From an optimization exercise on the open Yosys and OpenROAD flow, aimed at small area; shortcuts taken in it are not production practice. Function was checked by simulation only, so behaviour that the tests miss may differ from the original.

// Lorenz3D
module Lorenz3D(
    clk,
    rst,
    x_init,
    y_init,
    z_init,
    pinX,
    pinY,
    pinZ,
    x,
    y,
    z
    );
For scale: roughly 2,800 cells after synthesis, about 200 I/O pins, roughly 0.032 mm^2 of cells after synthesis.
clock: 18.0 ns
lec_check: 0
cap_margin: 0
core_margin: 2
core_utilization: 60
cts_buf_list: sky130_fd_sc_hd__clkbuf_8
cts_cluster_diameter: 50
cts_cluster_size: 12
slew_margin: 0
synth_hierarchical: 1
standard.sh (not shown) runs the stock make flow with config.mk's settings and CLKGATE_MAP_FILE= SYNTH_SCRIPT=/design/flow/synth_recipe.tcl, a recipe that flattens the netlist after the stock synthesis.
==> flow/flow/run.sh <==
#!/bin/bash
# Layout flow: the standard synthesis and layout, with one extra step
# between them: combinational cells that synthesis sized up but that drive
# few loads are set back to their smallest drive strength (registers are
# left as synthesis made them); the layout's own timing repair sizes up
# again wherever timing needs it.  Port buffers use the smallest buffer.
set -euo pipefail
bash standard.sh synth > synth.log 2>&1
RESULTS=orfs/results/$FLOW_PLATFORM/Lorenz3D/base \
  openroad -no_init -exit flow/downsize.tcl > downsize.log 2>&1
BUFFER_PORTS_ARGS="-buffer_cell sky130_fd_sc_hd__buf_1" \
  bash standard.sh > layout.log 2>&1
==> flow/flow/downsize.tcl <==
set odb $::env(RESULTS)/1_synth.odb
read_db $odb
set db [ord::get_db]
set block [ord::get_db_block]
set n 0
set saved 0.0
foreach inst [$block getInsts] {
  set master [$inst getMaster]
  set name [$master getName]
  if {[$master isSequential]} { continue }
  if {![regexp {^(sky130_fd_sc_hd__([a-z0-9]+))_([0-9]+)$} $name -> base func size]} { continue }
  if {[regexp {^(df|edf|sdf|dl|buf|clk|conb|tap|fill|decap|diode|fa$|ha$)} $func]} { continue }
  set fanout 0
  foreach it [$inst getITerms] {
    if {[$it isOutputSignal]} {
      set net [$it getNet]
      if {$net ne "NULL"} {
        incr fanout [expr {[llength [$net getITerms]] + [llength [$net getBTerms]] - 1}]
      }
    }
  }
  if {$fanout > 4} { continue }
  foreach s {0 1} {
    if {$s >= $size} { break }
    set m [$db findMaster ${base}_$s]
    if {$m ne "NULL"} {
      set saved [expr {$saved + ([$master getWidth] - [$m getWidth]) * [$master getHeight] / 1e6}]
      $inst swapMaster $m
      incr n
      break
    }
  }
}
puts "downsized $n instances, [format %.1f $saved] um^2"
write_db $odb
==> next run, changes <==
--- a/flow/design.v
+++ b/flow/design.v
@@ -1,19 +1,20 @@
 `timescale 1ns / 1ps
-module signed_mult(a, b, c, r, cin, out);
+module signed_mult(a, na, b, c, r, cin, out);
     input  wire [23:0] a;
+    input  wire        na;
     input  wire [31:0] b;
     input  wire [31:0] c;
     input  wire [23:0] r;
     input  wire        cin;
     output wire [31:0] out;
     wire [11:0] neg, one, two;
     wire [24:0] ax = {a, 1'b0};
     genvar k;
     generate for (k = 0; k < 12; k = k + 1) begin : enc
-        mac_benc be (.a2(ax[2*k+2]), .a1(ax[2*k+1]), .a0(ax[2*k]),
+        mac_benc be (.a2(ax[2*k+2]), .a1(ax[2*k+1]), .a0(ax[2*k]), .inv(na),
                      .one(one[k]), .two(two[k]), .neg(neg[k]));
     end endgenerate
     wire [32:0] e0;
     mac_brow br0 (.b(b), .one(one[0]), .two(two[0]), .neg(neg[0]), .e(e0));
     wire [32:0] e1;
     mac_brow br1 (.b(b), .one(one[1]), .two(two[1]), .neg(neg[1]), .e(e1));
@@ -948,16 +949,16 @@
     mac_bsel0 s0 (.b0(b[0]), .one(one), .neg(neg), .e(e[0]));
     genvar j;
     generate for (j = 1; j < 33; j = j + 1) begin : s
         mac_bsel sj (.b1(b[(j < 32) ? j : 31]), .b0(b[j-1]), .one(one), .two(two), .neg(neg), .e(e[j]));
     end endgenerate
 endmodule
-module mac_benc(a2, a1, a0, one, two, neg);
-    input  wire a2, a1, a0;
+module mac_benc(a2, a1, a0, inv, one, two, neg);
+    input  wire a2, a1, a0, inv;
     output wire one, two, neg;
-    assign neg = a2;
+    assign neg = a2 ^ inv;
     assign one = a1 ^ a0;
     assign two = (a2 & ~a1 & ~a0) | (~a2 & a1 & a0);
 endmodule
 module mac_bsel(b1, b0, one, two, neg, e);
     input  wire b1, b0, one, two, neg;
     output wire e;
@@ -1011,29 +1012,22 @@
     output reg [31:0] y;
     output reg [31:0] z;
     localparam [31:0] NEGB = 32'hFAAA_AAAB;    
     reg [31:0] t;
     wire sa = rst || phase[1];
     wire sc = !rst && phase == 2'd1;
-    wire [26:0] zor;
-    assign zor[0] = 1'b0;
-    genvar i;
-    generate for (i = 1; i < 27; i = i + 1) begin : zo
-        assign zor[i] = zor[i-1] | z[i-1];
-    end endgenerate
-    wire [31:0] w;
-    assign w[26:0] = z[26:0] ^ zor;
-    assign w[31:27] = ~z[31:27] + 5'b00111 + {4'b0, ~(zor[26] | z[26])};
+    wire [31:0] v = {z[31:27] - 5'b00111, z[26:0]};
+    wire        vn = sc && (z != 32'hB800_0000);
     wire [31:0] xd, yd, zd;
     wire [23:0] ma = sa ? zd[31:8] : x[31:8];
-    wire [31:0] mb = sa ? NEGB : phase[0] ? w : y;
+    wire [31:0] mb = sa ? NEGB : phase[0] ? v : y;
     wire [31:0] mc = sa ? zd : phase[0] ? y : t;
     wire [23:0] mr = {24{sc}} & ~y[31:8];
     wire        mcin = sc || (sa && (ma != 24'd0));
     wire [31:0] mo;
-    signed_mult mac (.a(ma), .b(mb), .c(mc), .r(mr), .cin(mcin), .out(mo));
+    signed_mult mac (.a(ma), .na(vn), .b(mb), .c(mc), .r(mr), .cin(mcin), .out(mo));
     wire [31:0] xn;
     lz_xstep xs (.x(x), .y(y), .xn(xn));
     always @(posedge clk)
         t <= mo;
     wire sh = !rst && phase != 2'd1;
     lz_next nx (.init(x_init), .nw(xn), .q(x), .si(rst), .sn(sc), .sh(sh), .d(xd));
Setup slack gets worse by 0.13 ns.
Global-route usage increases by 1.1 points.
Routed wire length increases slightly.
Sequential share of layout area barely changes.
Register-to-register slack gets worse by 0.13 ns.
Non-clock buffer count increases by 4.
Cell area increases slightly.
Cell count decreases slightly.
Critical path depth is unchanged.
Clock-buffer cell count increases by 3.
Via count increases slightly.
Die area decreases slightly.
Hold slack gets better by 0.024 ns.

Lorenz3D, a different RTL version from the one above (not shown whole).
Size in the first run: roughly 2700 cells after synthesis, ~200 I/O pins, ~0.031 sq mm of cells after synthesis.
export LEC_CHECK = 0
export CAP_MARGIN = 0
export CORE_MARGIN = 2
export CORE_UTILIZATION = 60
export CTS_BUF_LIST = sky130_fd_sc_hd__clkbuf_8
export CTS_CLUSTER_DIAMETER = 50
export CTS_CLUSTER_SIZE = 12
export SLEW_MARGIN = 0
export SYNTH_HIERARCHICAL = 1
create_clock -name core_clock -period 18.0 [get_ports {clk}]
Scripts as last shown in full above: flow/flow/run.sh, flow/flow/downsize.tcl
Rerun with:
--- a/flow/design.v
+++ b/flow/design.v
@@ -1,20 +1,19 @@
 `timescale 1ns / 1ps
-module signed_mult(a, na, b, c, r, cin, out);
+module signed_mult(a, b, c, r, cin, out);
     input  wire [23:0] a;
-    input  wire        na;
     input  wire [31:0] b;
     input  wire [31:0] c;
     input  wire [23:0] r;
     input  wire        cin;
     output wire [31:0] out;
     wire [11:0] neg, one, two;
     wire [24:0] ax = {a, 1'b0};
     genvar k;
     generate for (k = 0; k < 12; k = k + 1) begin : enc
-        mac_benc be (.a2(ax[2*k+2]), .a1(ax[2*k+1]), .a0(ax[2*k]), .inv(na),
+        mac_benc be (.a2(ax[2*k+2]), .a1(ax[2*k+1]), .a0(ax[2*k]),
                      .one(one[k]), .two(two[k]), .neg(neg[k]));
     end endgenerate
     wire [32:0] e0;
     mac_brow br0 (.b(b), .one(one[0]), .two(two[0]), .neg(neg[0]), .e(e0));
     wire [32:0] e1;
     mac_brow br1 (.b(b), .one(one[1]), .two(two[1]), .neg(neg[1]), .e(e1));
@@ -934,16 +933,16 @@
     mac_bsel0 s0 (.b0(b[0]), .one(one), .neg(neg), .e(e[0]));
     genvar j;
     generate for (j = 1; j < 33; j = j + 1) begin : s
         mac_bsel sj (.b1(b[(j < 32) ? j : 31]), .b0(b[j-1]), .one(one), .two(two), .neg(neg), .e(e[j]));
     end endgenerate
 endmodule
-module mac_benc(a2, a1, a0, inv, one, two, neg);
-    input  wire a2, a1, a0, inv;
+module mac_benc(a2, a1, a0, one, two, neg);
+    input  wire a2, a1, a0;
     output wire one, two, neg;
-    assign neg = a2 ^ inv;
+    assign neg = a2;
     assign one = a1 ^ a0;
     assign two = (a2 & ~a1 & ~a0) | (~a2 & a1 & a0);
 endmodule
 module mac_bsel(b1, b0, one, two, neg, e);
     input  wire b1, b0, one, two, neg;
     output wire e;
@@ -997,22 +996,29 @@
     output reg [31:0] y;
     output reg [31:0] z;
     localparam [31:0] NEGB = 32'hFAAA_AAAB;    
     reg [31:0] t;
     wire sa = rst || phase[1];
     wire sc = !rst && phase == 2'd1;
-    wire [31:0] v = {z[31:27] - 5'b00111, z[26:0]};
-    wire        vn = sc && (z != 32'hB800_0000);
+    wire [26:0] zor;
+    assign zor[0] = 1'b0;
+    genvar i;
+    generate for (i = 1; i < 27; i = i + 1) begin : zo
+        assign zor[i] = zor[i-1] | z[i-1];
+    end endgenerate
+    wire [31:0] w;
+    assign w[26:0] = z[26:0] ^ zor;
+    assign w[31:27] = ~z[31:27] + 5'b00111 + {4'b0, ~(zor[26] | z[26])};
     wire [31:0] xd, yd, zd;
     wire [23:0] ma = sa ? zd[31:8] : x[31:8];
-    wire [31:0] mb = sa ? NEGB : phase[0] ? v : y;
+    wire [31:0] mb = sa ? NEGB : phase[0] ? w : y;
     wire [31:0] mc = sa ? zd : phase[0] ? y : t;
     wire [23:0] mr = {24{sc}} & ~y[31:8];
     wire        mcin = sc || (sa && (ma != 24'd0));
     wire [31:0] mo;
-    signed_mult mac (.a(ma), .na(vn), .b(mb), .c(mc), .r(mr), .cin(mcin), .out(mo));
+    signed_mult mac (.a(ma), .b(mb), .c(mc), .r(mr), .cin(mcin), .out(mo));
     wire [31:0] xn;
     lz_xstep xs (.x(x), .y(y), .xn(xn));
     always @(posedge clk)
         t <= mo;
     wire sh = !rst && phase != 2'd1;
     lz_next nx (.init(x_init), .nw(xn), .q(x), .si(rst), .sn(sc), .sh(sh), .d(xd));
Routed wire length falls by 3.8%.
Cell count rises by 0.70%.
Area after synthesis rises by 1.3%.
Core utilization falls by 0.32 points.
Design area is about the same.

## separate check: timing with driven ports
The flow's constraints put no driver on any port. The routed layouts listed below were extracted and timed again, unchanged, in two steps. Step 1: set_driving_cell puts a clkbuf_16 on clk and a buf_2 on each other input, an assumption about the parent block. Step 2, shift: input delay + t, output delay - t, t = (earliest + latest rising clock arrival at the registers) / 2. This alone moves slack from input paths to output paths. Slacks: no drivers / after step 1 / after step 2; pairs: no drivers / after step 1.
run | t, ns | setup WS [ns] | worst setup path after step 2 | pins driven straight from the clock port
the first run of note 1 | 0.717 | 0.711 / 0.711 / 0.711 | register to register | 1
the second run of note 1 | 0.655 | 0.586 / 0.586 / 0.586 | register to register | 1
the first run of note 2 | 0.691 | 0.755 / 0.755 / 0.755 | register to register | 1
the second run of note 2 | 0.696 | 0.725 / 0.725 / 0.725 | register to register | 1
After both steps every run listed still meets setup and hold.
